What follows belongs to an exercise in optimizing a design on an open flow for small area and a short achievable clock period; a production flow would make more cautious choices. Function was checked by simulation only, so behaviour that the tests miss may differ from the original. Power figures rest on the tool's default switching activity, not on a simulated workload.

**flow/standard.sh**
```bash
#!/bin/bash
# synth_recipe.tcl (not shown) runs the flow's synth.tcl, then flattens the netlist and writes it again
# the make line also repeats each setting of config.mk as NAME=value (left out here)
make -C /OpenROAD-flow-scripts/flow DESIGN_CONFIG=/design/flow/config.mk WORK_HOME=/design/flow/orfs CLKGATE_MAP_FILE= SYNTH_SCRIPT=/design/flow/synth_recipe.tcl "${@:-finish}"
```
**flow/flow/abc_area.script**
```
strash
&get -n
&deepsyn -T 60
&put
dch -f
amap
mfs2
strash
dch -f
amap
mfs2
strash
dch -f
amap
topo
```
**flow/config.mk**
```make
export PLATFORM = sky130hd
export DESIGN_NAME = Design_Top
export DESIGN_NICKNAME = Design_Top
export VERILOG_FILES = /design/flow/design.v
export SDC_FILE = /design/flow/constraint.sdc
export NUM_CORES = 4
export LEC_CHECK = 0
export ABC_AREA = 1
export CAP_MARGIN = 0
export CORE_MARGIN = 2
export CORE_UTILIZATION = 70
export CTS_BUF_LIST = sky130_fd_sc_hd__clkbuf_16
export CTS_CLUSTER_DIAMETER = 80
export CTS_CLUSTER_SIZE = 30
export SLEW_MARGIN = 0
```
**flow/design.v**
```verilog
module Multi_Flop_Synchronizer #(
    parameter NUM_STAGES =2 
) (
    input  wire  async,
    input  wire  clk  ,
    input  wire  en   ,
    input  wire  rst  ,
    output reg   sync
);
reg [NUM_STAGES-2:0] Q  ;
    always @(posedge clk) begin
        if (!rst) begin
            {sync,Q}<='b0;
        end else if (en) begin
            {sync,Q}<={Q[NUM_STAGES-2:0],async};
        end
    end
endmodule
module Multi_Flop_Synchronizer_Multi_bits #(
    parameter NUM_STAGES =2,BUS_WIDTH=5
) (
    input  wire [BUS_WIDTH-1:0] ASYNC,
    input  wire  CLK  ,
    input  wire  EN   ,
    input  wire  RST  ,
    output wire  [BUS_WIDTH-1:0] SYNC
);
genvar i;
    generate
        for (i =0 ;i<=BUS_WIDTH-1; i=i+1 ) begin
            Multi_Flop_Synchronizer #(.NUM_STAGES(NUM_STAGES)) u0  (.async(ASYNC[i]),.clk(CLK),.en(EN),.rst(RST),.sync(SYNC[i])) ;
        end
    endgenerate
endmodule
module Pulse_Gen (
    input  wire Signal_in,
    input  wire clk      ,
    input  wire en       ,
    input  wire rst      ,
    output wire Pulse_out
);
    reg Q;
    always @(posedge clk) begin
        if (!rst) begin
            Q<='b0;
        end else if (en) begin
            Q<=Signal_in;
        end
    end
    assign Pulse_out= ((~Q) & Signal_in);
endmodule
module Data_Sync #(
    parameter NUM_STAGES =2,UNSYNC_BUS_WIDTH=8,BUS_WIDTH=1
) (
    input  wire [UNSYNC_BUS_WIDTH-1:0] Unsync_Bus,
    input  wire                        Enable    ,
    input  wire                        clk       ,
    input  wire                        en        ,
    input  wire                        rst       ,
    output reg  [UNSYNC_BUS_WIDTH-1:0] Sync_Bus  ,
    output reg                         Enable_Pulse              
);
    wire Enable_Sync ;
    wire Pulse_out;
    always @(posedge clk) begin
        if (en && Pulse_out) begin
            Sync_Bus<=Unsync_Bus;
        end 
    end
    always @(posedge clk) begin
        if (!rst) begin
            Enable_Pulse<='b0;
        end else if (en) begin
            Enable_Pulse<=Pulse_out;
        end 
    end
    Multi_Flop_Synchronizer_Multi_bits #(
        .NUM_STAGES (NUM_STAGES ),
        .BUS_WIDTH  (BUS_WIDTH  )
    )
    u_Multi_Flop_Synchronizer_Multi_bits(
    	.ASYNC (Enable ),
        .CLK   (clk   ),
        .EN    (en    ),
        .RST   (rst   ),
        .SYNC  (Enable_Sync  )
    );
    Pulse_Gen u_Pulse_Gen(
    	.Signal_in (Enable_Sync ),
        .clk       (clk       ),
        .en        (en        ),
        .rst       (rst       ),
        .Pulse_out (Pulse_out )
    );
endmodule
module RST_Sync (
    input  wire RST,
    input  wire clk,
    output reg  Sync_RST
);
    reg Q;
    always @(posedge clk or negedge RST) begin
        if (!RST) begin
            Q        <= 1'b0;
            Sync_RST <= 1'b0;
        end else begin
            Q        <= 1'b1;
            Sync_RST <= Q;
        end
    end
endmodule
module Clock_Divider (
    input  wire       i_ref_clk  ,
    input  wire       i_rst_n    ,
    input  wire       i_clk_en   , 
    input  wire [3:0] i_div_ratio,
    output wire       o_div_tick
);
reg        div_clk, odd_edge_tog;
reg  [3:0] couter;
wire [3:0] inc    = couter + 4'd1;
wire [3:0] half   = {1'b0, i_div_ratio[3:1]};
wire       is_odd = i_div_ratio[0];
wire       clk_en = i_clk_en & (|i_div_ratio[3:1]);
wire       at_pos = (inc == half);       
wire       at_neg = (couter == half);
wire       flip   = is_odd ? (odd_edge_tog ? at_pos : at_neg) : at_pos;
always @(posedge i_ref_clk) begin
    if (!i_rst_n) begin
        div_clk      <= 1'b0;
        couter       <= 4'd0;
        odd_edge_tog <= 1'b1;
    end else if (clk_en) begin
        if (flip) begin
            div_clk <= ~div_clk;
            couter  <= 4'd0;
            if (is_odd)
                odd_edge_tog <= ~odd_edge_tog;
        end else begin
            couter  <= inc;
        end
    end
end
assign o_div_tick = clk_en ? (~div_clk & flip) : 1'b1;
endmodule
module Bits_Counter #(
    parameter Counter_Size='d3, Start_Point='d0,Num_of_Bits=3'b111
) (
    input   wire                     clk    ,
    input   wire                     rst    ,
    input   wire                     enable ,
    output  reg [Counter_Size-1:0]   bits_counter,
    output  wire                      finish
);
    always @(posedge clk) begin
        if (!rst) begin
            bits_counter<=Start_Point;
        end else if (enable) begin
            bits_counter<=bits_counter+'b1;
        end
    end
   assign finish=(bits_counter==Num_of_Bits) & enable;
endmodule
module Edge_Bit_Counter (
    input   wire        clk     ,
    input   wire        rst     ,
    input   wire        enable  , 
    input   wire [4:0]  Prescale,
    output  reg  [4:0]  edge_cnt,
    output  reg         finish
);
    wire [5:0] edge_inc = {1'b0, edge_cnt} + 6'd1;
    always @(posedge clk) begin
        if (!rst || finish || !enable)
            edge_cnt <= 5'd0;
        else
            edge_cnt <= edge_inc[4:0];
    end
    always @(posedge clk) begin
        if (!rst)
            finish <= 1'b0;
        else
            finish <= (edge_inc == {1'b0, Prescale});
    end
endmodule
module Counter_Unit #(
    parameter Counter_Size='d5
) (
    input  wire clk,
    input  wire rst,
    input  wire enable,
    input  wire Data_enable, 
    input  wire [Counter_Size-1:0]  Prescale   ,
    output wire                     Finish_edge,
    output wire                     Finish_data,
    output wire [2:0]               bits_counter,
    output wire [Counter_Size-1:0]  edge_cnt
);
    wire Bits_counter_enable;
    assign Bits_counter_enable= Finish_edge & Data_enable;  
    Bits_Counter  u_Bits_Counter(
    	.clk    (clk    ),
        .rst    (rst    ),
        .enable (Bits_counter_enable ),
        .bits_counter(bits_counter),
        .finish (Finish_data )
    );
    Edge_Bit_Counter  u_Edge_Bit_Counter(
    	.clk      (clk      ),
        .rst      (rst      ),
        .enable   (enable   ),
        .Prescale (Prescale ),
        .edge_cnt (edge_cnt ),
        .finish   (Finish_edge   )
    );
endmodule
module Data_Sampling (
    input  wire                    RX_in   ,
    input  wire                    clk     ,
    input  wire                    rst     ,
    input  wire                    data_samp_en,
    output reg                     sampled_bit
);
reg [2:0] bits;
always @(posedge clk) begin
    if (!rst) begin
        bits<='b0;
    end else if (data_samp_en) begin
        bits<={bits[1:0],RX_in};
    end else begin
        bits<=bits;
    end
end
always @(*) begin
    if (!data_samp_en) begin
        if ((bits[0] & bits[1])||(bits[0] & bits[2])||(bits[2] & bits[1])) begin
            sampled_bit=1'b1;
        end else begin
            sampled_bit=1'b0;
        end
    end else begin
        sampled_bit=1'b0;
    end
end
endmodule
module Deserializer #(
    parameter bits_couner_size='d3 , Data_size='d8
) (
    input  wire sampled_bit,
    input  wire clk        ,
    input  wire rst        , 
    input  wire deser_en   ,
    input  wire [bits_couner_size-1:0] bits_counter, 
    output reg  [Data_size-1:0] Data 
);
always @(posedge clk) begin
    if (!rst) begin
        Data<='b0;
    end else if(deser_en) begin
        Data[bits_counter]<=sampled_bit;
    end
end
endmodule
module Error_Unit (
    input  wire  clk,
    input  wire  rst,
    input  wire  sampled_bit,
    input  wire  Compared_bit,
    input  wire  Enable,
    output  reg  Error
);
    always @(*) begin
        if (!Enable) begin
            Error='b0;
        end else if (sampled_bit!=Compared_bit) begin
            Error='b1;
        end else begin
             Error='b0;
        end
    end
endmodule
module RX_FSM #(parameter Counter_Size='d5) (
    input  wire clk,
    input  wire rst,
    input  wire RX_IN,  
    input  wire PAR_EN,  
    input  wire [1:0] Prescale,
    input  wire bit_cnt,  
    input  wire data_finish_flag, 
    input  wire [Counter_Size-1:0] edge_cnt,  
    input  wire [7:0] P_DATA ,
    input   wire PAR_TYP,
    input   wire Error,
    output  reg Compared_bit,
    output reg counter_en,  
    output reg bits_counter_en,  
    output reg Error_Unit_En,
    output reg data_samp_en,
    output reg deser_en,
    output reg data_valid
);
reg [2:0] CurrentState,NextState;
wire start_first,start_sec,start_third;
reg Rest_data_valid;
reg Error_REG;
reg Out_data_valid;
localparam Idle =3'b000, 
           Start=3'b001,
           Data =3'b011,
           Parity=3'b010,
           Stop=3'b110;
always @(posedge clk) begin
    if (!rst) begin
        CurrentState<=Idle;
    end else begin
        CurrentState<=NextState;
    end 
end           
always @(*) begin
    counter_en='b0;
    Error_Unit_En='b0;
    bits_counter_en='b0;
    deser_en='b0;
    Compared_bit='b0;
    Rest_data_valid='b0;
    Out_data_valid='b0;
    case (CurrentState)
       Idle : begin
        if (!RX_IN) begin
            NextState=Start;
            counter_en='b1;
        end else begin
            NextState=Idle;
            counter_en='b0;
        end
       end
       Start:begin
        Compared_bit='b0;
        Rest_data_valid='b1;
        Error_Unit_En=((Prescale[0]==1'b0)&(edge_cnt>=5'b00110))|((Prescale>=2'b01)&(edge_cnt>=5'b01000)) |((Prescale[1]==1'b1)&(edge_cnt>=5'b01100));
        if (Error) begin
            NextState=Idle;
            counter_en='b0;
        end else begin
            if (!bit_cnt) begin
            NextState=Start;
            counter_en='b1;
        end else begin
            NextState=Data;
            counter_en='b0;
        end
        end
       end
       Data:begin
        deser_en=((Prescale[0]==1'b0)&(edge_cnt>=5'b00110))|((Prescale>=2'b01)&(edge_cnt>=5'b01000)) |((Prescale[1]==1'b1)&(edge_cnt>=5'b01100));
        bits_counter_en='b1;
        if (!data_finish_flag) begin
            NextState=Data;
            counter_en='b1;
            bits_counter_en='b1;
        end else if (!PAR_EN) begin
            NextState=Stop;
            counter_en='b0;
        end else begin
            NextState=Parity;
            counter_en='b0;
        end
       end
       Parity:begin
        Error_Unit_En=((Prescale[0]==1'b0)&(edge_cnt>=5'b00110))|((Prescale>=2'b01)&(edge_cnt>=5'b01000)) |((Prescale[1]==1'b1)&(edge_cnt>=5'b01100));
        if (!PAR_TYP) begin
            Compared_bit=^P_DATA;
        end else begin
            Compared_bit=~^P_DATA;
        end
        if (!bit_cnt) begin
            NextState=Parity;
            counter_en='b1;
        end else begin
            NextState=Stop;
            counter_en='b0;
        end
       end
       Stop:begin
        Compared_bit='b1;
        Error_Unit_En=((Prescale[0]==1'b0)&(edge_cnt>=5'b00110))|((Prescale>=2'b01)&(edge_cnt>=5'b01000)) |((Prescale[1]==1'b1)&(edge_cnt>=5'b01100));
        if (!bit_cnt) begin
            NextState=Stop;
            counter_en='b1;
        end else  if (!RX_IN) begin 
            NextState=Start;
            counter_en='b0;
            Out_data_valid='b1;
        end else begin
            NextState=Idle;
            Out_data_valid='b1;
            counter_en='b0;
        end
        end
        default: begin
            NextState=Idle;
        end
    endcase
end
always @(posedge clk) begin
    if (!rst) begin
        data_valid<='b0;
    end else if(Out_data_valid) begin
        data_valid<=~Error_REG;
    end else begin
        data_valid<='b0;
    end
end
always @(posedge clk) begin
    if (!rst) begin
        Error_REG<='b0;
    end else if(Rest_data_valid)begin
        Error_REG<='b0;
    end else if (Error_Unit_En)  begin   
        Error_REG<=Error|Error_REG;
    end
end
always @(*) begin
    if (start_first || start_sec || start_third) begin
        data_samp_en='b1;
    end else begin
        data_samp_en='b0;
    end
end
assign start_first=(Prescale[0]==1'b0)&((edge_cnt==5'b00010)|(edge_cnt==5'b00011)|(edge_cnt==5'b00100));
assign start_sec=(Prescale==2'b01)&((edge_cnt==5'b00100)|(edge_cnt==5'b00101)|(edge_cnt==5'b00110));
assign start_third=(Prescale[1]==1'b1)&((edge_cnt==5'b01000)|(edge_cnt==5'b01001)|(edge_cnt==5'b01010));    
endmodule
module RX #(
    parameter Counter_Size='d5, Start_Point='d1
) (
    input  wire                    clk_Top     ,
    input  wire                    rst_Top     ,
    input  wire                    RX_IN_Top   ,
    input  wire [Counter_Size-1:0] Prescale_Top,
    input  wire                    PAR_EN_TOP  ,
    input  wire                    PAR_TYP_Top ,
    output wire                    Data_Valid_Top,
    output wire [7:0]              P_Data_Top
);
wire bit_cnt_Top;  
wire [Counter_Size-1:0] edge_cnt_Top;  
wire enable_Top;  
wire par_err_Top,start_err_Top,stop_err_Top;  
wire par_check_en_Top,start_check_en_Top,stop_check_en_Top;  
wire data_samp_en_Top;  
wire deser_en_Top,deser_en_FSM_Top;  
wire sampled_bit_Top;
wire data_finish_flag_Top,bits_counter_en_Top;
wire [2:0] bits_counter_Top;
wire Compared_bit_Top,Error_Unit_En_Top,Error_Top;
RX_FSM u_RX_FSM(
    .clk              (clk_Top              ),
    .rst              (rst_Top              ),
    .RX_IN            (RX_IN_Top            ),
    .PAR_EN           (PAR_EN_TOP           ),
    .Prescale         (Prescale_Top[4:3]          ),
    .bit_cnt          (bit_cnt_Top          ),
    .data_finish_flag (data_finish_flag_Top ),
    .edge_cnt         (edge_cnt_Top         ),
    .P_DATA           (P_Data_Top           ),  
    .PAR_TYP          (PAR_TYP_Top          ),  
    .Error            (Error_Top            ),
    .Compared_bit     (Compared_bit_Top     ),
    .counter_en       (enable_Top       ),
    .bits_counter_en  (bits_counter_en_Top  ),
    .Error_Unit_En    (Error_Unit_En_Top    ), 
    .data_samp_en     (data_samp_en_Top     ),
    .deser_en         (deser_en_FSM_Top         ),
    .data_valid       (Data_Valid_Top       )
);
Error_Unit u_Error_Unit(
    .clk          (clk_Top          ),
    .rst          (rst_Top          ),
    .sampled_bit  (sampled_bit_Top  ),
    .Compared_bit (Compared_bit_Top ),
    .Enable       (Error_Unit_En_Top       ),
    .Error        (Error_Top        )
);
Counter_Unit u_Counter_Unit(
    .clk         (clk_Top         ),
    .rst         (rst_Top         ),
    .enable      (enable_Top       ),
    .Data_enable (bits_counter_en_Top ),
    .Prescale    (Prescale_Top    ),
    .Finish_edge (bit_cnt_Top ),
    .Finish_data (data_finish_flag_Top ),
    .bits_counter(bits_counter_Top),
    .edge_cnt    (edge_cnt_Top    )
);
    Data_Sampling  u_Data_Sampling(
    	.RX_in        (RX_IN_Top        ),
        .clk          (clk_Top          ),
        .rst          (rst_Top          ),
        .data_samp_en (data_samp_en_Top ),
        .sampled_bit  (sampled_bit_Top  )
    );
Deserializer u_Deserializer(
    .sampled_bit  (sampled_bit_Top  ),
    .clk          (clk_Top          ),
    .rst          (rst_Top          ),
    .deser_en     (deser_en_FSM_Top),  
    .bits_counter (bits_counter_Top ),
    .Data         (P_Data_Top         )
);
endmodule
module UART_TX_Top (
    input  wire       clk,
    input  wire       tick,
    input  wire       RST,
    input  wire [7:0] P_Data_UART,
    input  wire       Data_Valid_UART,
    input  wire       Par_En_UART,
    input  wire       Par_Type_UART,
    output wire       TX_Out_UART,
    output wire       Busy_UART
);
localparam Idle  = 2'b00,
           Start = 2'b01,
           Data  = 2'b11,
           Parity= 2'b10;
reg  [1:0] Current_State, Next_State, State_N;
reg  [2:0] Counter;
reg  [7:0] Data_Reg;    
reg        Par_Bit;
reg  [7:0] Data_N;
reg        Par_N;
reg        Out_N;
wire Ser_En   = (Current_State == Data);
wire Ser_Done = (Counter == 3'b111);
assign Busy_UART = (Current_State != Idle);
always @(*) begin
    case (Current_State)
        Idle:    Next_State = Data_Valid_UART ? Start : Idle;
        Start:   Next_State = Data;
        Data:    Next_State = Ser_Done ? (Par_En_UART ? Parity : Idle) : Data;
        default: Next_State = Data_Valid_UART ? Start : Idle;
    endcase
end
always @(*) begin
    State_N = tick ? Next_State : Current_State;
    if (!tick)
        Data_N = Data_Reg;
    else if (Data_Valid_UART)
        Data_N = P_Data_UART;
    else if (Ser_En)
        Data_N = Data_Reg >> 1;
    else
        Data_N = Data_Reg;
    Par_N = tick ? (Par_Type_UART ? ~^P_Data_UART : ^P_Data_UART) : Par_Bit;
    case (State_N)
        Idle:    Out_N = 1'b1;
        Start:   Out_N = 1'b0;
        Data:    Out_N = Data_N[0];
        default: Out_N = Par_N;
    endcase
end
always @(posedge clk) begin
    if (!RST) begin
        Current_State <= Idle;
        Counter       <= 3'b0;
    end else begin
        Current_State <= State_N;
        if (tick)
            Counter <= Ser_En ? Counter + 1'b1 : 3'b0;
    end
end
reg TX_Out_Inv;
always @(posedge clk or negedge RST) begin
    if (!RST)
        TX_Out_Inv <= 1'b0;
    else
        TX_Out_Inv <= ~Out_N;
end
assign TX_Out_UART = ~TX_Out_Inv;
always @(posedge clk) begin
    Data_Reg <= Data_N;
    Par_Bit  <= Par_N;
end
endmodule
module ALU (
    input  wire        clk      ,
    input  wire        Gate_En  ,
    input  wire        rst      ,
    input  wire [7:0]  Operand_A,
    input  wire [7:0]  Operand_B,
    input  wire [3:0]  ALU_Fun  ,
    input  wire        Enable   ,
    input  wire        Restart  ,
    output wire [7:0]  ALU_Lo_N ,
    output reg  [7:0]  ALU_Hi   ,
    output reg         Out_Valid,
    output wire        Clearing ,
    output reg  [3:0]  Eng_Cnt
);
reg  [7:0] R, Q;    
reg  [7:0] H, L;    
wire       clr   = Restart | (Eng_Cnt == 4'd15);
wire       run   = ~Eng_Cnt[3];
wire       a_bit = Operand_A[~Eng_Cnt[2:0]];
wire       b_bit = Operand_B[Eng_Cnt[2:0]];
wire [7:0] T     = {R[6:0], a_bit};
wire [8:0] sum;
wire       ge    = R[7] | sum[8];
wire [8:0] S     = {1'b0, H} + (b_bit ? {1'b0, Operand_A} : 9'd0);
assign Clearing = (Eng_Cnt == 4'd15);
always @(posedge clk) begin
    if (!rst)
        Eng_Cnt <= 4'd15;
    else if (Restart || Eng_Cnt == 4'd15)
        Eng_Cnt <= 4'd0;
    else if (run)
        Eng_Cnt <= Eng_Cnt + 1'b1;
end
always @(posedge clk) begin
    if (clr) begin
        R <= 8'd0;
        H <= 8'd0;
    end else if (run) begin
        R <= ge ? sum[7:0] : T;
        Q <= {Q[6:0], ge};
        H <= S[8:1];
        L <= {S[0], L[7:1]};
    end
end
wire [3:0] F    = ALU_Fun;
wire       sub  = run | (|F);
wire [7:0] X    = run ? T : Operand_A;
assign     sum  = {1'b0, X} + {1'b0, Operand_B ^ {8{sub}}} + {8'd0, sub};
wire       eq   = (Operand_A == Operand_B);
wire       lt   = ~sum[8];
wire       gt   = sum[8] & ~eq;
wire       bz   = ~|Operand_B;
reg  [3:0] tt;
always @(*) begin
    case (F)
        4'd4:    tt = 4'b1000;
        4'd5:    tt = 4'b1110;
        4'd6:    tt = 4'b0111;
        4'd7:    tt = 4'b0001;
        4'd8:    tt = 4'b0110;
        4'd9:    tt = 4'b1001;
        default: tt = 4'b0000;
    endcase
end
wire [7:0] lg;
genvar i;
generate
    for (i = 0; i < 8; i = i + 1) begin : g_lg
        assign lg[i] = tt[{Operand_A[i], Operand_B[i]}];
    end
endgenerate
wire s_sum = (F == 4'd0) | (F == 4'd1);
wire s_L   = (F == 4'd2);
wire s_Q   = (F == 4'd3) & ~bz;
wire s_sr  = (F == 4'd13);
wire s_sl  = (F == 4'd14);
wire cmp   = (F == 4'd10) ? eq : (F == 4'd11) ? gt : (F == 4'd12) ? lt : 1'b0;
wire ones  = (F == 4'd6) | (F == 4'd7) | (F == 4'd9) | ((F == 4'd1) & ~sum[8]);
wire [7:0] lo = ({8{s_sum}} & sum[7:0]) | ({8{s_L}} & L) | ({8{s_Q}} & Q) | lg
              | ({8{s_sr}} & {1'b0, Operand_A[7:1]}) | ({8{s_sl}} & {Operand_A[6:0], 1'b0})
              | {7'd0, cmp};
wire [7:0] hi = {8{ones}} | ({8{s_L}} & H)
              | {7'd0, ((F == 4'd0) & sum[8]) | (s_sl & Operand_A[7])};
assign ALU_Lo_N = Enable ? lo : 8'd0;
always @(posedge clk) begin
    if (Gate_En)
        ALU_Hi <= Enable ? hi : 8'd0;
end
always @(posedge clk) begin
    if (!rst)
        Out_Valid <= 1'b0;
    else
        Out_Valid <= Enable;
end
endmodule
module REG_File (
    input  wire        clk         , 
    input  wire        rst         ,
    input  wire [3:0]  Rd_Address  ,
    input  wire [15:0] Row_We      ,
    input  wire        RdEn        ,
    input  wire [7:0]  WrData      ,
    input  wire [15:0] Clr_Row     ,
    input  wire        Clearing    ,
    output wire [7:0]  RdData_N    ,
    output reg         RdData_Valid,
    output wire [7:0]  REG0_ALU_A  ,
    output wire [7:0]  REG1_ALU_B  ,
    output wire [6:0]  REG2_UART   ,
    output wire [3:0]  REG3_DIV  
);
    wire [7:0]  Wr_Val = Clearing ? 8'd0 : WrData;
    wire [7:0]  Row [0:15];
    reg  [7:0]  Cfg2, Cfg3;
    genvar k;
    generate
        for (k = 0; k < 16; k = k + 1) begin : g_row
            if (k == 2 || k == 3) begin : g_rst
                assign Row[k] = (k == 2) ? Cfg2 : Cfg3;
            end else begin : g_nrst
                reg [7:0] Data;
                always @(posedge clk) begin
                    if (Row_We[k] || Clr_Row[k])
                        Data <= Wr_Val;
                end
                assign Row[k] = Data;
            end
        end
    endgenerate
    always @(posedge clk) begin
        if (!rst) begin
            Cfg2 <= 8'h1C;
            Cfg3 <= 8'h08;
        end else begin
            if (Row_We[2]) Cfg2 <= WrData;
            if (Row_We[3]) Cfg3 <= WrData;
        end
    end
    always @(posedge clk) begin
        if (!rst)
            RdData_Valid <= 1'b0;
        else
            RdData_Valid <= RdEn;
    end
    assign RdData_N   = Row[Rd_Address];
    assign REG0_ALU_A = Row[0];
    assign REG1_ALU_B = Row[1];
    assign REG2_UART  = Cfg2[6:0];
    assign REG3_DIV   = Cfg3[3:0];
endmodule
module RX_Controler (
    input  wire        clk        ,
    input  wire        rst        ,
    output wire        ALU_Enable ,
    output wire        CLK_Gate_En,
    output wire [15:0] Row_We     ,
    output wire        REG_RdEn   ,
    input  wire [7:0]  Rx_P_Data  ,
    input  wire        RX_Valid
);
localparam Idle         = 3'b000,
           REG_Wr_Add   = 3'b001,
           REG_Wr_Data  = 3'b011,
           REG_Rd_Add   = 3'b010,
           ALU_Wr_A     = 3'b110,
           ALU_Wr_B     = 3'b100,
           ALU_Fun_State= 3'b101;
reg [2:0] Current_State, Next_State;
reg [3:0] Saved_Data;    
wire In_Wr_Add  = (Current_State == REG_Wr_Add);
wire In_Wr_Data = (Current_State == REG_Wr_Data);
wire In_Wr_A    = (Current_State == ALU_Wr_A);
wire In_Wr_B    = (Current_State == ALU_Wr_B);
wire In_Fun     = (Current_State == ALU_Fun_State);
wire Cmd_DD     = (Rx_P_Data == 8'hDD);
assign REG_RdEn    = RX_Valid && (Current_State == REG_Rd_Add);
assign ALU_Enable  = RX_Valid && In_Fun;
assign CLK_Gate_En = RX_Valid && ((Current_State == Idle && Cmd_DD) || In_Wr_B || In_Fun);
genvar k;
generate
    for (k = 0; k < 16; k = k + 1) begin : g_we
        assign Row_We[k] = RX_Valid && ((In_Wr_Data && Saved_Data == k) ||
                                        (k == 0 && In_Wr_A) || (k == 1 && In_Wr_B));
    end
endgenerate
always @(posedge clk) begin
    if (!rst)
        Current_State <= Idle;
    else
        Current_State <= Next_State;
end
always @(posedge clk) begin
    if (RX_Valid && In_Wr_Add)
        Saved_Data <= Rx_P_Data[3:0];
end
always @(*) begin
    Next_State = Current_State;
    case (Current_State)
        Idle: begin
            if (RX_Valid) begin
                case (Rx_P_Data)
                    8'hAA:   Next_State = REG_Wr_Add;
                    8'hBB:   Next_State = REG_Rd_Add;
                    8'hCC:   Next_State = ALU_Wr_A;
                    8'hDD:   Next_State = ALU_Fun_State;
                    default: Next_State = Idle;
                endcase
            end
        end
        REG_Wr_Add:    if (RX_Valid) Next_State = REG_Wr_Data;
        REG_Wr_Data:   if (RX_Valid) Next_State = Idle;
        REG_Rd_Add:    if (RX_Valid) Next_State = Idle;
        ALU_Wr_A:      if (RX_Valid) Next_State = ALU_Wr_B;
        ALU_Wr_B:      if (RX_Valid) Next_State = ALU_Fun_State;
        ALU_Fun_State: if (RX_Valid) Next_State = Idle;
        default:       Next_State = Idle;
    endcase
end
endmodule
module Tx_Controler #(
    parameter Data_width ='d8,ALU_Output_Data_width='d16
) (
    input  wire                     clk         ,
    input  wire                     rst         ,
    input  wire [Data_width-1:0]    ALU_Hi      ,
    input  wire                     ALU_Valid   ,
    input  wire [Data_width-1:0]    Shared_Lo   ,    
    input  wire                     REG_Rd_Valid,
    input  wire                    Tx_Busy      ,
    output reg  [Data_width-1:0]   Tx_P_Data    ,
    output reg                     Tx_Valid     ,
    output wire                    In_REG_Packet,
    output wire                    In_ALU_Packet_1
); 
wire [1:0] Flags;
assign Flags={REG_Rd_Valid,ALU_Valid};
reg [2:0] Current_State,Next_State;
localparam Idle ='b000 ,
           REG_Packet='b001,
           ALU_Packet_1='b011,
           Wait='b010,
           ALU_Packet_2='b110;
assign In_REG_Packet   = (Current_State == REG_Packet);
assign In_ALU_Packet_1 = (Current_State == ALU_Packet_1);
always @(posedge clk) begin
    if (!rst) begin
        Current_State<=Idle;
    end else begin
        Current_State<=Next_State;
    end
end
always @(*) begin
   Tx_Valid='b0;
   Tx_P_Data='b0;
   case (Current_State)
    Idle:begin 
        if (!Tx_Busy) begin
            case (Flags)
            'b10:Next_State=REG_Packet;
            'b01: Next_State=ALU_Packet_1;
            default:Next_State=Idle; 
        endcase
        end else begin
            Next_State=Idle;
        end
    end 
    REG_Packet:begin
        Tx_Valid='b1;
        Tx_P_Data=Shared_Lo;
        if (Tx_Busy) begin
           Next_State=Idle; 
        end else begin
            Next_State=REG_Packet;
        end
    end
    ALU_Packet_1:begin
        Tx_Valid='b1;
        Tx_P_Data=Shared_Lo;
        if (Tx_Busy) begin
           Next_State=Wait; 
        end else begin
            Next_State=ALU_Packet_1;
        end
    end
    Wait:begin
        if (!Tx_Busy) begin
            Next_State=ALU_Packet_2; 
        end else begin
            Next_State=Wait;
        end
    end
    ALU_Packet_2:begin
        Tx_Valid='b1;
        Tx_P_Data=ALU_Hi;
        if (Tx_Busy) begin
           Next_State=Idle; 
        end else begin
            Next_State=ALU_Packet_2;
        end
    end
    default: Next_State=Idle; 
   endcase
end
endmodule
module Design_Top (
    input  wire    CLK     ,
    input  wire    RST     , 
    input  wire    RX_IN   ,
    output wire    TX_OUT 
);
wire Sync_RST;
RST_Sync u_RST_Sync (
    .RST      (RST      ),
    .clk      (CLK      ),
    .Sync_RST (Sync_RST )
);
wire       RX_Valid_Top;
wire [7:0] Rx_P_Data_Top;
wire [6:0] REG2_UART_Config_Top;
wire [3:0] REG3_DIV_Top;
RX u_RX1(
    .clk_Top        (CLK                         ),
    .rst_Top        (Sync_RST                    ),
    .RX_IN_Top      (RX_IN                       ),
    .Prescale_Top   (REG2_UART_Config_Top[6:2]   ),
    .PAR_EN_TOP     (REG2_UART_Config_Top[0]     ),
    .PAR_TYP_Top    (REG2_UART_Config_Top[1]     ),
    .Data_Valid_Top (RX_Valid_Top                ),
    .P_Data_Top     (Rx_P_Data_Top               )
);
reg [2:0] RX_Valid_Dly;
always @(posedge CLK) begin
    if (!Sync_RST)
        RX_Valid_Dly <= 3'b0;
    else
        RX_Valid_Dly <= {RX_Valid_Dly[1:0], RX_Valid_Top};
end
wire RX_Valid_Syn = RX_Valid_Dly[2];
wire        ALU_Enable_Top, CLK_Gate_En_Top;
wire        ALU_Out_Valid_Top;
wire [15:0] Row_We;
wire        REG_RdEn_Top;
RX_Controler u_RX_Controler(
    .clk         (CLK               ),
    .rst         (Sync_RST          ),
    .ALU_Enable  (ALU_Enable_Top    ),
    .CLK_Gate_En (CLK_Gate_En_Top   ),
    .Row_We      (Row_We            ),
    .REG_RdEn    (REG_RdEn_Top      ),
    .Rx_P_Data   (Rx_P_Data_Top     ),
    .RX_Valid    (RX_Valid_Syn      )
);
wire       REG_Rd_Valid_Top;
wire [7:0] REG_RdData_N;
wire [7:0] Operand_A_Top, Operand_B_Top;
wire       Clearing;
wire [3:0] Eng_Cnt;
wire [15:0] Clr_Row = {16{Clearing}};
REG_File u_REG_File(
    .clk          (CLK              ),
    .rst          (Sync_RST         ),
    .Rd_Address   (Rx_P_Data_Top[3:0]),
    .Row_We       (Row_We           ),
    .RdEn         (REG_RdEn_Top     ),
    .WrData       (Rx_P_Data_Top    ),
    .Clr_Row      (Clr_Row          ),
    .Clearing     (Clearing         ),
    .RdData_N     (REG_RdData_N     ),
    .RdData_Valid (REG_Rd_Valid_Top ),
    .REG0_ALU_A   (Operand_A_Top    ),
    .REG1_ALU_B   (Operand_B_Top    ),
    .REG2_UART    (REG2_UART_Config_Top),
    .REG3_DIV     (REG3_DIV_Top     )
);
wire [7:0] ALU_Lo_N;
wire [7:0] ALU_Hi;
ALU u_ALU(
    .clk       (CLK               ),
    .Gate_En   (CLK_Gate_En_Top   ),
    .rst       (Sync_RST          ),
    .Operand_A (Operand_A_Top     ),
    .Operand_B (Operand_B_Top     ),
    .ALU_Fun   (Rx_P_Data_Top[3:0]),
    .Enable    (ALU_Enable_Top    ),
    .Restart   (Row_We[0] | Row_We[1]),
    .ALU_Lo_N  (ALU_Lo_N          ),
    .ALU_Hi    (ALU_Hi            ),
    .Out_Valid (ALU_Out_Valid_Top ),
    .Clearing  (Clearing          ),
    .Eng_Cnt   (Eng_Cnt           )
);
wire       In_REG_Packet, In_ALU_Packet_1;
reg  [7:0] Shared_Lo;
always @(posedge CLK) begin
    if (REG_RdEn_Top && !In_ALU_Packet_1)
        Shared_Lo <= REG_RdData_N;
    else if (CLK_Gate_En_Top && !In_REG_Packet)
        Shared_Lo <= ALU_Lo_N;
end
wire       Tx_Busy_Top, Tx_Busy_UnSyn;
wire       Tx_Valid_Top_UnSyn;
wire [7:0] Tx_P_Data_Top_UnSyn;
Tx_Controler u_Tx_Controler(
    .clk          (CLK                 ),
    .rst          (Sync_RST            ),
    .ALU_Hi       (ALU_Hi              ),
    .ALU_Valid    (ALU_Out_Valid_Top   ),
    .Shared_Lo    (Shared_Lo           ),
    .REG_Rd_Valid (REG_Rd_Valid_Top    ),
    .Tx_Busy      (Tx_Busy_Top         ),
    .Tx_P_Data    (Tx_P_Data_Top_UnSyn ),
    .Tx_Valid     (Tx_Valid_Top_UnSyn  ),
    .In_REG_Packet   (In_REG_Packet    ),
    .In_ALU_Packet_1 (In_ALU_Packet_1  )
);
Multi_Flop_Synchronizer u_Busy_Syn(
    .async (Tx_Busy_UnSyn ),
    .clk   (CLK           ),
    .en    (1'b1          ),
    .rst   (Sync_RST      ),
    .sync  (Tx_Busy_Top   )
);
wire       TX_TICK;
wire       TX_IN_V_Top_Syn;
wire [7:0] TX_IN_P_Top_Syn;
Clock_Divider u_Clock_Divider(
    .i_ref_clk   (CLK          ),
    .i_rst_n     (Sync_RST     ),
    .i_clk_en    (1'b1         ),
    .i_div_ratio (REG3_DIV_Top ),
    .o_div_tick  (TX_TICK      )
);
Data_Sync u_Tx_Data_Syn(
    .Unsync_Bus   (Tx_P_Data_Top_UnSyn ),
    .Enable       (Tx_Valid_Top_UnSyn  ),
    .clk          (CLK                 ),
    .en           (TX_TICK             ),
    .rst          (Sync_RST            ),
    .Sync_Bus     (TX_IN_P_Top_Syn     ),
    .Enable_Pulse (TX_IN_V_Top_Syn     )
);
UART_TX_Top u_UART_TX_Top1(
    .clk             (CLK                     ),
    .tick            (TX_TICK                 ),
    .RST             (Sync_RST                ),
    .P_Data_UART     (TX_IN_P_Top_Syn         ),
    .Data_Valid_UART (TX_IN_V_Top_Syn         ),
    .Par_En_UART     (REG2_UART_Config_Top[0] ),
    .Par_Type_UART   (REG2_UART_Config_Top[1] ),
    .TX_Out_UART     (TX_OUT                  ),
    .Busy_UART       (Tx_Busy_UnSyn           )
);
endmodule
```
**flow/constraint.sdc**
```tcl
create_clock -name core_clock -period 35.0 [get_ports {CLK}]
set_input_delay 7.0000 -clock core_clock [delete_from_list [all_inputs] [get_ports {CLK}]]
set_output_delay 7.0000 -clock core_clock [all_outputs]
set_load 0.01 [all_outputs]
```
**flow/flow/run.sh**
```bash
#!/bin/bash
# The standard layout (the standard.sh) with three changes:
#  - the port buffers are sky130 buf_4 cells (buffer_ports would otherwise
#    pick the slow clkdlybuf4s50_1);
#  - synthesis leaves adders to ABC instead of extracting half/full-adder
#    cells first (ADDER_MAP_FILE empty);
#  - ABC maps the logic with flow/abc_area.script (area recovery with
#    choices and mfs2) instead of ORFS's abc_area.script. For that, ORFS's
#    scripts folder is copied here and only that file is replaced.
# Registers are mapped exactly as in the standard synthesis.
set -euo pipefail
W=$(pwd)
rm -rf "$W/orfs_scripts"
cp -r "$FLOW_HOME/scripts" "$W/orfs_scripts"
cp "$W/flow/abc_area.script" "$W/orfs_scripts/abc_area.script"
bash standard.sh "SCRIPTS_DIR=$W/orfs_scripts" \
    "BUFFER_PORTS_ARGS=-buffer_cell sky130_fd_sc_hd__buf_4" \
    "ADDER_MAP_FILE=" finish > standard.log 2>&1
```
==> results_dict.tcl, run 1 <==
set metrics [dict create \
    status "complete, no violations" \
    post-cts-setup-buffer-count 0 \
    cp.arrival_ns 1.01 \
    htree_levels 1 \
    io_buffers 3 \
    crit_family "flip-flops" \
    ctsResizeCount 0 \
    postPlaceCellArea_sq_um 11600 \
    final_util 0.760 \
    cts_root_buf "clkbuf_16" \
    fp.dieH_microns 130 \
    ios 4 \
    grt_usage 0.355 \
    hold_path.class "flop to async pin" \
    synth-main-ff-cell "edfxtp_1" \
    synth_cells 1089 \
    grt_use_met3 0.0812 \
    busiest_layer "met2" \
    netlist_area_sq_um 11100 \
    overflow 0 \
    antenna_found_initial 0 \
    cts_buffers 12 \
    wl_per_cell_microns 22.3 \
    r2r_cells 28 \
    crit_type "flop to output pin" \
    largest-register "u_REG_File.g_row.g_nrst.Data" \
    required_ns 28.00 \
    rsz0062_at_grt "false" \
    grt_first_pass_wirelength_microns 45200 \
    syn_nets 1092 \
    cp_max_fo 1 \
    drive_gt1_frac 0.0337 \
    cts_tree "built" \
    dieArea_sq_um 16900 \
    drt_iter0_drc 1436 \
    clock-skew-final_ns 0.0275 \
    cts_buffer_depth 3 \
    r2r-start "u_RX1.u_Deserializer.Data[3]" \
    yosysUniqueCellTypes 48 \
    hold_viol 0 \
    synth_top_area_share 0.439 \
    tightest_slew_ns 1.22 \
    num_rows 46 \
    gr-usage-met1 0.500 \
    max_slew_margin 0.186 \
    leakage_nw 3.73 \
    clock_latency_ns 0.49 \
    cp_slowest_stage_delay_ns 0.34 \
    timing.setup.tns_ns 0 \
    grt_pass1_vias 8199 \
    area_growth_pct 7.20 \
    syn_avg_cell_area_sq_um 10.2 \
    path_buf_inv 2 \
    coreArea_sq_um 15700 \
    use_met2 0.547 \
    start_util 0.709 \
    r2r_end "u_ALU.ALU_Hi[2]" \
    worstSetupEndpointType "output pin" \
    crit_path_top_delay_cell "dfrtp_1" \
    synthArstFlopShare 0.0117 \
    fin_nets 1126 \
    timing.fmax_mhz 125 \
    wirelength_microns 30000 \
    fill_cells 1083 \
    start_kind "flop" \
    drc 0 \
    fin_crit_ns 8.01 \
    yosysWarningCount 18 \
    path_cells "clkinv_1 > buf_4" \
    ctsHoldBuffers 0 \
    ys_seq_elements 257 \
    power_density_nw_per_um2 72.6 \
    post_drt_via_cell_ratio 6.84 \
    clock-sinks 257 \
    num_vias 9197 \
    first_pass_iters 7 \
    dp_hpwl_microns 21300 \
    drv_cap 0 \
    dieWidth_microns 130 \
    setup_violations 0 \
    place_congestion 1.04 \
    clk_pin_slew_worst_paths_ns 0.11 \
    reg2reg_slack_ns 28.63 \
    vdd_ir_drop_max_uv 59.8 \
    synthTopCellsByArea "edfxtp_1 (44%), dfxtp_1 (16%), o21ai_0 (5.3%), clkinv_1 (4.9%), nor2_1 (4.7%)" \
    antennaDiodeCount 0 \
    yosysTopAreaCell "edfxtp_1" \
    synth_seq_area_share 0.610 \
    finalCritPeriodShare 0.229 \
    final_max_slew_viol_count 0 \
    grt_max_degree 33 \
    fin_area_sq_um 11900 \
    largest_register_ffs 112 \
    synth_edf_count 163 \
    ant_nets 0 \
]
-- final cells by class --
class | count | area [sq um] | share of cell area
clock buffers | 13 | 325 | 0.0272
well taps | 216 | 270 | 0.0226
flip-flops and latches | 257 | 6790 | 0.569
multi-input cells | 687 | 3830 | 0.321
inverters | 145 | 544 | 0.0456
clock inverters | 6 | 32.5 | 0.00272
repair buffers | 20 | 150 | 0.0126
-- worst max path at each step --
stage | slack, ns | cells after the start | start | end
finish | 26.99 | 2 | u_UART_TX_Top1.TX_Out_Inv | TX_OUT
global route | 26.94 | 2 | u_UART_TX_Top1.TX_Out_Inv | TX_OUT
CTS | 26.98 | 2 | u_UART_TX_Top1.TX_Out_Inv | TX_OUT
detailed placement | 26.96 | 6 | RX_IN | flop
global placement | 27.02 | 6 | RX_IN | flop
floorplan | 27.19 | 5 | RX_IN | flop
-- layout by cell type (no fill, tap or decap), types with 3 or more instances in the layout --
cell type / instances
or2_0: 10
o21ai_1: 5
o21a_1: 3
a211oi_1: 10
a32o_1: 11
o211ai_1: 7
or3_1: 7
o21ai_0: 113
a21oi_1: 47
nor2b_1: 11
a2111oi_0: 12
nand4_1: 7
nand2_1: 86
a22oi_1: 13
inv_1: 4
dfrtp_1: 3
clkinv_1: 145
nand3_1: 12
a221oi_1: 12
edfxtp_1: 163
nor2_1: 139
o221ai_1: 11
nor3_1: 31
a222oi_1: 12
clkbuf_16: 13
nor4_1: 7
a31oi_1: 10
dfxtp_1: 91
o22ai_1: 59
o32ai_1: 10
buf_4: 20
a22o_1: 13
-- cell usage after synthesis, drive strengths merged, types with 2 or more instances --
library cell and number:
nand4 7, o221ai 11, a31o 2, nand2 86, a31oi 10, o41ai 2, nand3 12, a22o 13
o21ai 118, a222oi 12, o211ai 7, a32o 11, a41oi 2, a211oi 10, clkinv 145, a221oi 12
a2111oi 12, or2 10, o21a 3, a21oi 47, edfxtp 163, nor2b 11, dfrtp 3, xor2 2
nor4 9, nor3 31, or3 7, nor2 140, a221o 2, dfxtp 91, a21boi 2, o32ai 10
o22ai 59, a22oi 13
-- per-stage QoR --
stage               power, mW  hold WS, ns  instances  worst slack [ns]
floorplan               0.611        0.161       1089             27.19
global placement        0.695        0.199       1325             27.02
detailed placement      0.703        0.204       1325             26.96
CTS                     0.857        0.208       1344             26.98
global route            0.905        0.230       1344             26.94
finish                  0.867        0.204       1344             26.99
-- logic make-up after synthesis --
logic type / after synthesis / share of synthesized area
XOR/XNOR: 2 / 0.00157
AND/OR/NAND/NOR: 317 / 0.123
flip-flops: 257 / 0.610
other: 1 / 0.000337
buffers and inverters: 145 / 0.0489
AO/OA/AOI/OAI: 367 / 0.217
-- power by group --
part	switching (mW)	internal [mW]	leakage, nW
combinational	0.180	0.0657	1.27
sequential	0.0436	0.420	2.26
clock	0.0893	0.0686	0.190
total	0.313	0.554	3.73
-- worst register-to-register path, delay by kind of cell, from the launching register on --
| kind | cells | cell delay [ns] |
|---|---|---|
| AOI/OAI and AO/OA | 11 | 2.25 |
| and+or+nand+nor | 13 | 2.28 |
| DFF | 1 | 0.42 |
| buffers and inverters | 4 | 1.12 |
-- layer usage --
layer	part of all wire	vias up
li1	-	4171
met1	0.38	4265
met2	0.45	649
met3	0.13	112
met4	0.041	0
met5	0	-
==> inputs of run 2 (changes only) <==
==> flow/flow/abc_area.script (replaced) <==
strash
dch -f
amap
mfs2
strash
dch -f
amap
mfs2
strash
dch -f
amap
topo
==> run 2 against run 1 <==
Net effect:
- still clean on timing, DRC and antenna
- hold slack gained 0.11 ns
- die area up 0.70%
- maximum frequency decreased by 0.22%
- combinational power down 7%
- total power decreased by 3.0%
- non-clock buffer count up 3
- sequential share of layout area down 0.54 points
- wire length about the same
- worst setup slack worse by 0.018 ns
- critical endpoint unchanged
==> results_dict.tcl, run 2 <==
set metrics [dict create \
    grt_max_degree 36 \
    dp_hpwl_microns 20700 \
    grt_pass1_vias 8406 \
    final_common_cell "edfxtp_1" \
    timing.setup.tns_ns 0 \
    max_slew_margin 0.129 \
    cp_max_fo 1 \
    cts_buffers 13 \
    synth-main-ff-cell "edfxtp_1" \
    p_sw_frac 0.355 \
    vdd_ir_drop_max_uv 51.8 \
    dieArea_sq_um 17100 \
    num_vias 9205 \
    fin_crit_ns 8.03 \
    rsz0062_at_grt "false" \
    ys_top_cells_by_count "edfxtp_1 (163), nor2_1 (150), clkinv_1 (147)" \
    clk_pin_slew_worst_paths_ns 0.11 \
    antennaDiodeCount 0 \
    dp_slack_ns 27.03 \
    switchingPower_mw 0.299 \
    antenna_found_initial 0 \
    worstSetupEndpointType "output pin" \
    comb_power_share 0.272 \
    hold_ws_ns 0.310 \
    reg2reg_slack_ns 28.79 \
    syn_avg_cell_area_sq_um 10.3 \
    ctsResizeCount 0 \
    io_buffers 3 \
    num_rows 46 \
    dp_cells 1332 \
    ys_seq_elements 257 \
    worstSetupEndpoint "TX_OUT" \
    setup_violations 0 \
    yosysUniqueCellTypes 47 \
    clkPwrFrac 0.199 \
    power_density_nw_per_um2 69.7 \
    layoutNonFillerInstCount 1351 \
    ios 4 \
    post_drt_via_cell_ratio 6.81 \
    post-cts-setup-buffer-count 0 \
    start_util 0.712 \
    report.power.total_mw 0.841 \
    drc 0 \
    r2r-start "u_RX1.u_Deserializer.Data[2]" \
    grt_usage 0.354 \
    start_kind "flop" \
    yosys.cell_count.top_type "edfxtp_1" \
    fin_area_sq_um 12100 \
    htree_levels 1 \
    cts_buffer_depth 3 \
    clock_latency_ns 0.49 \
    overflow 0 \
    final_util 0.765 \
    r2r_end "u_ALU.ALU_Hi[5]" \
    leakage_nw 3.78 \
    intPower_mw 0.542 \
    timing.fmax_mhz 125 \
    drt_iter0_drc 1278 \
    first_pass_iters 6 \
    hold_path.class "flop to async pin" \
    cts_root_buf "clkbuf_16" \
    drive_gt1_frac 0.0370 \
    ctsHoldBuffers 0 \
    ant_nets 0 \
    clock-sinks 257 \
    coreArea_sq_um 15800 \
    place_congestion 1.07 \
    area_growth_pct 7.46 \
    synth_cells 1093 \
    cp.arrival_ns 1.03 \
    dieWidth_microns 131 \
    synth_seq_area_share 0.605 \
    synthArstFlopShare 0.0117 \
    wirelength_microns 30000 \
    fp.dieH_microns 131 \
    netlist_area_sq_um 11200 \
    p_seq_frac 0.529 \
    tightest_slew_ns 1.30 \
    postPlaceCellArea_sq_um 11700 \
    cts_tree "built" \
    r2r_cells 22 \
    fin_ws_ns 26.97 \
    yosysWarningCount 18 \
    finalCritPeriodShare 0.229 \
    fin_nets 1134 \
    synthTopCellsByArea "edfxtp_1 (44%), dfxtp_1 (16%), nor2_1 (5.0%), clkinv_1 (4.9%), o21ai_0 (3.6%)" \
    synth_top_area_share 0.436 \
    required_ns 28.00 \
    synth_edf_count 163 \
    final_max_slew_viol_count 0 \
    worstSetupStartpoint "u_UART_TX_Top1.TX_Out_Inv" \
    drv_cap 0 \
    syn_nets 1096 \
    largest_register_ffs 112 \
    final_cell_mix "edfxtp_1 (163), nor2_1 (150), clkinv_1 (147)" \
    largest-register "u_REG_File.g_row.g_nrst.Data" \
    status "complete, no violations" \
    hold_viol 0 \
    clock-skew-final_ns 0.0188 \
    crit_type "flop to output pin" \
    yosysTopAreaCell "edfxtp_1" \
    grt_first_pass_wirelength_microns 45700 \
    wl_per_cell_microns 22.2 \
]
## run 2: cell count changes in the layout (fill, tap and decap cells not counted), sizes merged, moves of 10 or more
| cell | delta |
|---|---|
| nor2 | +10 |
| a22oi | +10 |
| o21ai | -37 |
| a22o | -10 |
| a32o | -10 |
| a222oi | +11 |
## run 2: cell type report
type	instances	area (sq um)
Clock buffer	13	325
Clock inverter	6	56.3
Fill cell	1105	3710
Inverter	147	552
Multi-Input combinational cell	689	3890
Sequential cell	257	6790
Tap cell	216	270
Timing Repair Buffer	23	173
## run 2: critical path, cell delays in order, from the launching register on
cell and delay, ns:
dfrtp_1 0.34, clkinv_1 0.06, buf_4 0.14
## run 2: worst min path at each step
| stage | start | end | slack [ns] | depth (start not counted) |
|---|---|---|---|---|
| finish | u_RST_Sync.Sync_RST | u_UART_TX_Top1.TX_Out_Inv | 0.31 | 0 |
| CTS | u_RST_Sync.Sync_RST | u_UART_TX_Top1.TX_Out_Inv | 0.30 | 0 |
| floorplan | u_RST_Sync.Sync_RST | u_UART_TX_Top1.TX_Out_Inv | 0.12 | 0 |
| global route | u_RST_Sync.Sync_RST | u_UART_TX_Top1.TX_Out_Inv | 0.31 | 0 |
| detailed placement | u_RST_Sync.Sync_RST | u_UART_TX_Top1.TX_Out_Inv | 0.30 | 0 |
| global placement | u_RST_Sync.Sync_RST | u_UART_TX_Top1.TX_Out_Inv | 0.30 | 0 |
## run 2: cell families (layout without fill, tap and decap cells)
logic type,after synthesis,count (layout),synth area share
XOR/XNOR,1,1,0.000781
flip-flops,257,257,0.605
buffers and inverters,147,189,0.0492
other,1,1,0.000334
AND/OR/NAND/NOR,337,337,0.132
AO/OA/AOI/OAI,350,350,0.213
## run 2: power by group through the flow
stage | Combinational [mW] | Sequential, mW | Clock [mW]
final | 0.229 | 0.444 | 0.168
after global routing | 0.249 | 0.450 | 0.176
after CTS | 0.222 | 0.442 | 0.168
after detailed placement | 0.221 | 0.446 | 0
after global placement | 0.218 | 0.443 | 0
after floorplan | 0.153 | 0.432 | 0
## run 2: layer usage
metal	global-route usage	vias to the layer above	wire length, microns
li1	-	4232	-
met1	0.490	4258	11700
met2	0.561	601	13500
met3	0.0615	114	3380
met5	0	-	0
met4	0.149	0	1400
==> inputs of run 3 (changes only) <==
--- a/flow/flow/run.sh
+++ b/flow/flow/run.sh
@@ -15,4 +15,5 @@
 cp "$W/flow/abc_area.script" "$W/orfs_scripts/abc_area.script"
 bash standard.sh "SCRIPTS_DIR=$W/orfs_scripts" \
     "BUFFER_PORTS_ARGS=-buffer_cell sky130_fd_sc_hd__buf_4" \
-    "ADDER_MAP_FILE=" finish > standard.log 2>&1
+    "ADDER_MAP_FILE=" \
+    "CTS_ARGS=-sink_clustering_enable -repair_clock_nets -sink_clustering_size 30 -sink_clustering_max_diameter 80 -buf_list sky130_fd_sc_hd__clkbuf_16 -dont_use_dummy_load" finish > standard.log 2>&1
==> run 3 against run 2 <==
Net effect:
- die area did not move
- critical path type unchanged
- cell count fell by 0.44%
- clock power fell by 9%
- combinational power barely moved
- total power fell by 2.0%
- maximum frequency rose by 0.17%
==> results_dict.tcl, run 3 <==
set metrics [dict create \
    status "complete, no violations" \
    yosysTopAreaCell "edfxtp_1" \
    post-cts-setup-buffer-count 0 \
    power_density_nw_per_um2 68.7 \
    syn_avg_cell_area_sq_um 10.3 \
    first_pass_iters 6 \
    crit_path_top_delay_cell "dfrtp_1" \
    dp_cells 1332 \
    clock-skew-final_ns 0.0376 \
    required_ns 28.00 \
    ctsResizeCount 0 \
    timing.setup.tns_ns 0 \
    htree_levels 1 \
    ctsHoldBuffers 0 \
    hold_viol 0 \
    vdd_ir_drop_max_uv 52.6 \
    synthTopCellsByArea "edfxtp_1 (44%), dfxtp_1 (16%), nor2_1 (5.0%), clkinv_1 (4.9%), o21ai_0 (3.6%)" \
    synth_seq_area_share 0.605 \
    synth_cells 1093 \
    clk_pin_slew_worst_paths_ns 0.10 \
    timing.fmax_mhz 125 \
    antenna_found_initial 0 \
    synthArstFlopShare 0.0117 \
    cts_root_buf "clkbuf_16" \
    dieArea_sq_um 17100 \
    fin_crit_ns 8.01 \
    drt_iter0_drc 1144 \
    layoutNonFillerInstCount 1345 \
    start_kind "flop" \
    gr-usage-met1 0.484 \
    cts_tree "built" \
    grt_pass1_vias 8437 \
    wirelength_microns 29700 \
    clock-sinks 257 \
    drv_cap 0 \
    syn_nets 1096 \
    busiest_layer "met2" \
    drc 0 \
    crit_type "flop to output pin" \
    cp_slowest_stage_delay_ns 0.35 \
    dp_hpwl_microns 20700 \
    cts_buffer_depth 3 \
    postPlaceCellArea_sq_um 11700 \
    tightest_slew_ns 1.24 \
    place_congestion 1.07 \
    largest_register_ffs 112 \
    drive_gt1_frac 0.0337 \
    ant_nets 0 \
    overflow 0 \
    netlist_area_sq_um 11200 \
    leakage_nw 3.75 \
    max_slew_margin 0.172 \
    fin_area_sq_um 12000 \
    grt_max_degree 36 \
    cp_max_fo 1 \
    grt_first_pass_wirelength_microns 45300 \
    ios 4 \
    num_rows 46 \
    setup_violations 0 \
    hold_ws_ns 0.292 \
    grt_usage 0.351 \
    clock_latency_ns 0.48 \
    largest-register "u_REG_File.g_row.g_nrst.Data" \
    yosys.cell_count.top_type "edfxtp_1" \
    io_buffers 3 \
    crit_family "flip-flops" \
    wl_per_cell_microns 22.1 \
    hold_path.class "flop to async pin" \
    final_common_cell "edfxtp_1" \
    ys_seq_elements 257 \
    final_max_slew_viol_count 0 \
    yosysWarningCount 18 \
    fin_nets 1134 \
    report.power.total_mw 0.824 \
    finalCritPeriodShare 0.229 \
    rsz0062_at_grt "false" \
    fp.dieH_microns 131 \
    num_vias 9178 \
    area_growth_pct 6.96 \
    synth-main-ff-cell "edfxtp_1" \
    yosysUniqueCellTypes 47 \
    cts_buffers 13 \
    ys_top_cells_by_count "edfxtp_1 (163), nor2_1 (150), clkinv_1 (147)" \
    path_cells "clkinv_1 > buf_4" \
    antennaDiodeCount 0 \
    grt_use_met3 0.0578 \
    post_drt_via_cell_ratio 6.82 \
    path_buf_inv 2 \
    synth_top_area_share 0.436 \
    coreArea_sq_um 15800 \
    final_cell_mix "edfxtp_1 (163), nor2_1 (150), clkinv_1 (147)" \
    worstSetupEndpointType "output pin" \
    start_util 0.712 \
    cp.arrival_ns 1.01 \
    dieWidth_microns 131 \
    synth_edf_count 163 \
    use_met2 0.562 \
]
## run 3: cell counts after synthesis
Identical to the previous run, type by type.
## run 3: worst register-to-register path: stages, from the launching register on
cell and delay, ns:
dfxtp_1 0.50, clkinv_1 0.34, nand2_1 0.28, nor2_1 0.49, clkinv_1 0.34, nor2_1 0.48
clkinv_1 0.31, o22ai_1 0.28, nor2_1 0.08, a21oi_1 0.20, a22oi_1 0.15, a21oi_1 0.22
nand2_1 0.09, o21ai_0 0.10, nand2_1 0.10, o21ai_0 0.14, nand2_1 0.11, o21ai_0 0.13
nand2_1 0.14, a31oi_1 0.59, o21ai_0 0.55, a21oi_1 0.31, nor2_1 0.06
## run 3: layout make-up
type	count	area [sq um]
multi-input combinational	689	3890
tap	216	270
clock buffer	13	325
inverter	147	552
fill	1113	3770
timing repair buffer	23	173
sequential	257	6790
## run 3: worst paths after layout
| path | cells past startpoint | startpoint | slack [ns] | end |
|---|---|---|---|---|
| worst max-delay path | 2 | u_UART_TX_Top1.TX_Out_Inv | 26.99 | TX_OUT |
| worst min-delay path | 0 | u_RST_Sync.Sync_RST | 0.29 | u_UART_TX_Top1.TX_Out_Inv |
| worst max register to register | 22 | u_RX1.u_Deserializer.Data[1] | 28.76 | u_ALU.ALU_Hi[5] |
| worst min register to register | 0 | u_RST_Sync.Sync_RST | 0.29 | u_UART_TX_Top1.TX_Out_Inv |
| max in group asynchronous | 1 | RST | 28.63 | u_RST_Sync.Sync_RST |
| min in group core_clock | 0 | u_RST_Sync.Q | 0.36 | u_RST_Sync.Sync_RST |
## run 3: logic make-up after synthesis
logic type | after synthesis | share of synthesized area
AND/OR/NAND/NOR | 337 | 0.132
flip-flops | 257 | 0.605
other | 1 | 0.000334
XOR/XNOR | 1 | 0.000781
AO/OA/AOI/OAI | 350 | 0.213
buffers and inverters | 147 | 0.0492
## run 3: routing by layer
layer  part of all wire  routed length (microns)  vias to the layer above
met5                  0                        0                        -
met4              0.046                     1360                        0
met3               0.11                     3150                      115
met2               0.45                    13400                      571
met1               0.40                    11700                     4267
li1                   -                        -                     4225
## run 3: power breakdown
| part | internal [mW] | leakage [nW] | switching (mW) |
|---|---|---|---|
| clock network | 0.0671 | 0.160 | 0.0860 |
| logic | 0.0679 | 1.31 | 0.161 |
| registers | 0.403 | 2.28 | 0.0398 |
## run 3: through the flow
step                setup WS [ns]   util
detailed placement          27.03  0.740
finish                      26.99  0.761
global route                26.95  0.761
CTS                         26.97  0.761
global placement            27.08  0.740
floorplan                   27.26      -
==> inputs of run 4 (changes only) <==
==> flow/flow/run.sh (replaced) <==
#!/bin/bash
set -euo pipefail
W=$(pwd)
rm -rf "$W/orfs_scripts"
cp -r "$FLOW_HOME/scripts" "$W/orfs_scripts"
cp "$W/flow/abc_area.script" "$W/orfs_scripts/abc_area.script"
bash standard.sh "SCRIPTS_DIR=$W/orfs_scripts" \
    "BUFFER_PORTS_ARGS=-buffer_cell sky130_fd_sc_hd__buf_4" \
    "ADDER_MAP_FILE=" \
    "CTS_ARGS=-sink_clustering_enable -repair_clock_nets -sink_clustering_size 30 -sink_clustering_max_diameter 80 -buf_list sky130_fd_sc_hd__clkbuf_16 -dont_use_dummy_load" finish > standard.log 2>&1
==> flow/flow/abc_area.script (replaced) <==
strash
&get -n
&deepsyn -T 60
&put
dch -f
amap
mfs2
strash
dch -f
amap
mfs2
strash
dch -f
amap
topo
==> run 4 against run 3 <==
Net effect:
- highest routed layer unchanged
- critical path type unchanged
- die area decreased by 0.70%
- wire length rose by 1.1%
- critical endpoint unchanged
- count of clock-buffer cells in the layout down 1
- via count fell by 0.17%
- largest power group unchanged
==> results_dict.tcl, run 4 <==
set metrics [dict create \
    yosysUniqueCellTypes 48 \
    timing.setup.tns_ns 0 \
    syn_avg_cell_area_sq_um 10.2 \
    synthTopCellsByArea "edfxtp_1 (44%), dfxtp_1 (16%), o21ai_0 (5.3%), clkinv_1 (4.9%), nor2_1 (4.7%)" \
    met1Wirelength_microns 11600 \
    drive_gt1_frac 0.0312 \
    synth_cells 1089 \
    grt_first_pass_wirelength_microns 45300 \
    synth_seq_area_share 0.610 \
    synth_edf_count 163 \
    htree_levels 1 \
    first_pass_iters 6 \
    wl_per_cell_microns 22.4 \
    hold_viol 0 \
    start_util 0.709 \
    timing.fmax_mhz 125 \
    final_cell_mix "edfxtp_1 (163), clkinv_1 (145), nor2_1 (139)" \
    layoutNonFillerInstCount 1337 \
    dieWidth_microns 130 \
    ys_top_cells_by_count "edfxtp_1 (163), clkinv_1 (145), nor2_1 (140)" \
    ctsResizeCount 0 \
    largest_register_ffs 112 \
    wirelength_microns 30000 \
    finalCritPeriodShare 0.229 \
    hold_ws_ns 0.195 \
    max_slew_margin 0.140 \
    cts_root_buf "clkbuf_16" \
    fp.dieH_microns 130 \
    yosysTopAreaCell "edfxtp_1" \
    drc 0 \
    hold_path.class "flop to async pin" \
    grt_max_degree 33 \
    final_common_cell "edfxtp_1" \
    dieArea_sq_um 16900 \
    fin_crit_ns 8.01 \
    dp_hpwl_microns 21300 \
    fin_nets 1126 \
    antenna_found_initial 0 \
    top_layer "met4" \
    p_sw_frac 0.360 \
    start_kind "flop" \
    cp_max_fo 1 \
    setup_violations 0 \
    grt_usage 0.356 \
    num_rows 46 \
    post-cts-setup-buffer-count 0 \
    yosys.cell_count.top_type "edfxtp_1" \
    intPower_mw 0.547 \
    synth_top_area_share 0.439 \
    rsz0062_at_grt "false" \
    required_ns 28.00 \
    cts_tree "built" \
    syn_nets 1092 \
    ant_nets 0 \
    post_drt_via_cell_ratio 6.85 \
    io_buffers 3 \
    met2_length_microns 13500 \
    clock-sinks 257 \
    switchingPower_mw 0.308 \
    cts_buffers 12 \
    place_congestion 1.04 \
    tightest_slew_ns 1.28 \
    crit_type "flop to output pin" \
    power_density_nw_per_um2 72.0 \
    netlist_area_sq_um 11100 \
    clock-skew-final_ns 0.0437 \
    coreArea_sq_um 15700 \
    grt_pass1_vias 8230 \
    comb_power_share 0.287 \
    cp.arrival_ns 1.01 \
    yosysWarningCount 18 \
    clkPwrFrac 0.172 \
    vdd_ir_drop_max_uv 60.8 \
    status "complete, no violations" \
    ys_seq_elements 257 \
    num_vias 9162 \
    reg2reg_slack_ns 28.60 \
    p_seq_frac 0.541 \
    final_max_slew_viol_count 0 \
    ctsHoldBuffers 0 \
    ios 4 \
    clock_latency_ns 0.49 \
    met3_wirelength_microns 3660 \
    synth-main-ff-cell "edfxtp_1" \
    cts_buffer_depth 3 \
    largest-register "u_REG_File.g_row.g_nrst.Data" \
    antennaDiodeCount 0 \
    worstSetupEndpointType "output pin" \
    leakage_nw 3.69 \
    overflow 0 \
    dp_cells 1325 \
    drv_cap 0 \
    drt_iter0_drc 1500 \
    synthArstFlopShare 0.0117 \
    area_growth_pct 6.68 \
    clk_pin_slew_worst_paths_ns 0.11 \
]
==> run 4: cell types whose count changed after synthesis, sizes merged, moves of 7 or more <==
cell and delta:
o21ai +37, a222oi -11, a22o +10, a22oi -10, a32o +10, nor2 -10, a221oi -7
==> run 4: worst paths after layout <==
| check | end | startpoint | depth (start not counted) |
|---|---|---|---|
| hold / removal | u_UART_TX_Top1.TX_Out_Inv | u_RST_Sync.Sync_RST | 1 |
| min in group core_clock | u_RST_Sync.Sync_RST | u_RST_Sync.Q | 0 |
| max in group asynchronous | u_RST_Sync.Q | RST | 1 |
| setup / recovery | TX_OUT | u_UART_TX_Top1.TX_Out_Inv | 2 |
| setup reg to reg | u_ALU.ALU_Hi[2] | u_RX1.u_Deserializer.Data[3] | 28 |
| hold reg to reg | u_UART_TX_Top1.TX_Out_Inv | u_RST_Sync.Sync_RST | 1 |
==> run 4: layout make-up <==
class | count | area (sq um)
clock buffer | 12 | 300
fill | 1083 | 3830
inverter | 145 | 544
multi-input combinational | 687 | 3830
sequential | 257 | 6790
tap | 216 | 270
timing repair buffer | 20 | 150
==> run 4: cell families after synthesis <==
kind of cell | count (synthesis) | synth area share
compound gates | 367 | 0.217
simple gates | 317 | 0.123
flops | 257 | 0.610
buf+inv | 145 | 0.0489
xor+xnor | 2 | 0.00157
other cells | 1 | 0.000337
==> run 4: worst max-delay path, stage by stage (launching register included) <==
cell      delay, ns
dfrtp_1        0.34
clkinv_1       0.05
buf_4          0.13
==> run 4: through the flow <==
| stage | total power, mW | setup WS (ns) | area, sq um | util |
|---|---|---|---|---|
| 3_3_place_gp | 0.695 | 27.02 | 11600 | 0.737 |
| 4_1_cts | 0.846 | 26.98 | 11900 | 0.756 |
| 5_1_grt | 0.893 | 26.95 | 11900 | 0.756 |
| 3_5_place_dp | 0.703 | 26.96 | 11600 | 0.737 |
| 6_report | 0.856 | 26.99 | 11900 | 0.756 |
| 2_1_floorplan | 0.611 | 27.19 | 11100 | - |
==> run 4: power groups by stage <==
stage	logic (mW)	registers, mW	clock network (mW)
2_1_floorplan	0.160	0.451	0
3_3_place_gp	0.232	0.463	0
3_5_place_dp	0.236	0.467	0
4_1_cts	0.237	0.460	0.149
5_1_grt	0.268	0.469	0.157
6_report	0.246	0.463	0.147
==> run 4: routing by layer <==
metal | vias to the layer above | GRT usage
li1 | 4172 | -
met1 | 4259 | 0.498
met2 | 628 | 0.555
met3 | 103 | 0.0787
met4 | 0 | 0.130
met5 | - | 0

re-timing with driven ports:
The results above use ideal ports. As a check the final layouts listed here were re-extracted and re-timed, cells and wires unchanged.
Step 1: set_driving_cell puts a clkbuf_16 on CLK and a buf_2 on each other input, an assumption about the parent block.
Step 2, shift: input delay + t, output delay - t, t = (earliest + latest rising clock arrival at the registers) / 2. This alone moves slack from input paths to output paths.
Three values: ideal, step 1, step 2; two values: the first two.
run	t (ns)	setup slack, ns	worst hold slack (ns)	worst setup path after step 2	slew at the worst register clock pin (ns)
run 1	0.522	26.990 / 26.944 / 26.971	0.204 / 0.204 / 0.204	input to register	0.11 / 0.11
run 2	0.526	26.973 / 26.931 / 27.004	0.310 / 0.310 / 0.310	input to register	0.11 / 0.11
run 3	0.510	26.987 / 26.945 / 27.002	0.292 / 0.292 / 0.292	input to register	0.11 / 0.11
run 4	0.511	26.993 / 26.951 / 26.942	0.195 / 0.195 / 0.195	input to register	0.11 / 0.11
After both steps every run listed still meets setup and hold. The setup slack of run 4, which loses most, moves by -0.042 ns with the drivers and by -0.051 ns with both steps.
